This is an optimization exercise on Yosys and OpenROAD, whose aim is small area, not a production implementation.
In this exercise RTL edits were held to simulation tests only and were not proved equivalent to the original.
No activity file was given, so power comes from the tool's default toggle rates. The flow treats the clock pin as an ideal source, which a real chip does not have.

## v18
Design catv_riscv, start of the top module:
module catv_riscv #(
  parameter logic [31:0] BOOT_ADDR = 32'h0000_2000
) (
  input logic         clk_i,
  input logic         rst_ni,
  output logic [31:0] insn_addr_o,
  output logic        insn_valid_o,
  input logic         insn_ready_i,
  input logic [31:0]  insn_data_i,
  input logic         insn_rvalid_i,
  output logic [31:0] data_addr_o,
  output logic        data_wen_o,
  output logic [31:0] data_wdata_o,
  input logic         data_rvalid_i,
  input logic [31:0]  data_rdata_i,
  output logic [3:0]  data_strb_o,
  output logic        data_valid_o,
  input logic         data_ready_i,
  input logic [19:0]  hartid_i
);
Size in the first run: about 1900 cells after synthesis, about 190 I/O pins, about 28000 sq um of cells after synthesis.
==> flow/config.mk <==
export PLATFORM = sky130hd
export DESIGN_NAME = catv_riscv
export DESIGN_NICKNAME = catv_riscv
export VERILOG_FILES = /design/flow/design.v
export SDC_FILE = /design/flow/constraint.sdc
export NUM_CORES = 4
export LEC_CHECK = 0
export CAP_MARGIN = 20
export CORE_MARGIN = 2
export CORE_UTILIZATION = 40
export SETUP_SLACK_MARGIN = 0.3
export SLEW_MARGIN = 20
==> flow/constraint.sdc <==
create_clock -name core_clock -period 12.5 [get_ports {clk_i}]
set_input_delay 2.5000 -clock core_clock [delete_from_list [all_inputs] [get_ports {clk_i}]]
set_output_delay 2.5000 -clock core_clock [all_outputs]
set_load 0.01 [all_outputs]
standard.sh (not shown) runs the stock make flow with config.mk's settings and CLKGATE_MAP_FILE= SYNTH_SCRIPT=/design/flow/synth_recipe.tcl, a recipe that flattens the netlist after the stock synthesis.
==> flow/flow/run.sh <==
#!/bin/bash
# Standard ORFS layout with three changes to how the layout is made:
#  - port buffers use sky130_fd_sc_hd__buf_1 (every port still gets one);
#  - clock tree: clkbuf_16 only, larger sink clusters, no dummy loads;
#  - power recovery (downsizing of non-critical cells) after global route.
# The full make output goes to flow_make.log; ORFS keeps each step's log
# under orfs/logs/.
set -euo pipefail
export BUFFER_PORTS_ARGS="-buffer_cell sky130_fd_sc_hd__buf_1"
export CTS_ARGS="-sink_clustering_enable -repair_clock_nets -dont_use_dummy_load -buf_list sky130_fd_sc_hd__clkbuf_16 -sink_clustering_size 30 -sink_clustering_max_diameter 150"
export RECOVER_POWER=100
bash standard.sh > flow_make.log 2>&1
Complete run, failing final checks: v18, reason capacitance limit, slew limit.
diff inputs: v18 => v3
- putting ABC_AREA at 1 where nothing was set
- swapping 40 for 60 in CORE_UTILIZATION
==> flow/flow/run.sh <==
#!/bin/bash
# Standard ORFS layout with two changes to how the layout is made:
#  - port buffers use sky130_fd_sc_hd__buf_1 (every port still gets one);
#  - clock tree: clkbuf_16 only, larger sink clusters, no dummy loads.
# The full make output goes to flow_make.log; ORFS keeps each step's log
# under orfs/logs/.
set -euo pipefail
export BUFFER_PORTS_ARGS="-buffer_cell sky130_fd_sc_hd__buf_1"
export CTS_ARGS="-sink_clustering_enable -repair_clock_nets -dont_use_dummy_load -buf_list sky130_fd_sc_hd__clkbuf_16 -sink_clustering_size 35 -sink_clustering_max_diameter 100"
bash standard.sh > flow_make.log 2>&1
## What came out
- v3 did not stop at any stage, and its layout met the timing, design-rule and antenna checks.
- In v3 the instance count on the critical path turned out 13 lower than in v18.
- Between v18 and v3, HPWL after detailed placement decreased.
- Diff v18 -> v3: total routing usage reported by global routing grew by 7.0 points; sequential fraction of total cell area rose by 1.7 points; routed wire length decreased by 2.1% relative to the old numbers; met2 wire length increased about 1.7%; highest cell delay on the worst timing path went down.
- Lower slew at the pin closest to its max-slew limit among v3 and v18: v3
Modified inputs, v13 compared to v3
- a change of CORE_UTILIZATION from 60 to 40
--- a/flow/flow/run.sh
+++ b/flow/flow/run.sh
@@ -9 +9 @@
-export CTS_ARGS="-sink_clustering_enable -repair_clock_nets -dont_use_dummy_load -buf_list sky130_fd_sc_hd__clkbuf_16 -sink_clustering_size 35 -sink_clustering_max_diameter 100"
+export CTS_ARGS="-sink_clustering_enable -repair_clock_nets -dont_use_dummy_load -buf_list sky130_fd_sc_hd__clkbuf_16 -sink_clustering_size 30 -sink_clustering_max_diameter 150"
==> notes.md <==
Compared with v3, in v13 maximum clock rate -about 2.8%; sink count of the clock tree barely changed; core box area went up about 50%; share of the clock period used by the worst path after layout increased by 1.3 points relative to the old numbers; number of optimization iterations in the first detailed-route pass went down. Routed length per placed instance ends up lower on v13. v13 vs v3 — die area climbed by more than a quarter. Setup slack after layout in v13 is 160 ps lower than in v3. Sort v13 and v3 by number of cells in the finished layout apart from fillers, ascending, and v3 comes first. Switching part of the total power delta (v3 -> v13): insignificant.

what the ideal ports hide:
The flow's constraints put no driver on any port. The routed layouts listed below were extracted and timed again, unchanged, in two steps. Step 1 sets driving cells, clkbuf_16 on the clock port and buf_2 on the other inputs (assumed; they add their load-dependent delay and slew). Step 2, shift: input delay + t, output delay - t, t = (earliest + latest rising clock arrival at the registers) / 2. This alone moves slack from input paths to output paths. Slacks: ideal ports / drivers / drivers and shift; pairs: ideal ports / drivers.
run	t (ns)	setup WS [ns]	worst setup path at the end	pins driven straight from the clock port
v18	0.650	4.341 / 4.341 / 4.341	register to register	1
v3	0.625	6.837 / 6.815 / 6.815	input to output	1
v13	0.654	6.675 / 6.617 / 6.617	input to output	1
The setup slack of v13, which loses most, moves by -0.058 ns with the drivers and by -0.058 ns with both steps.
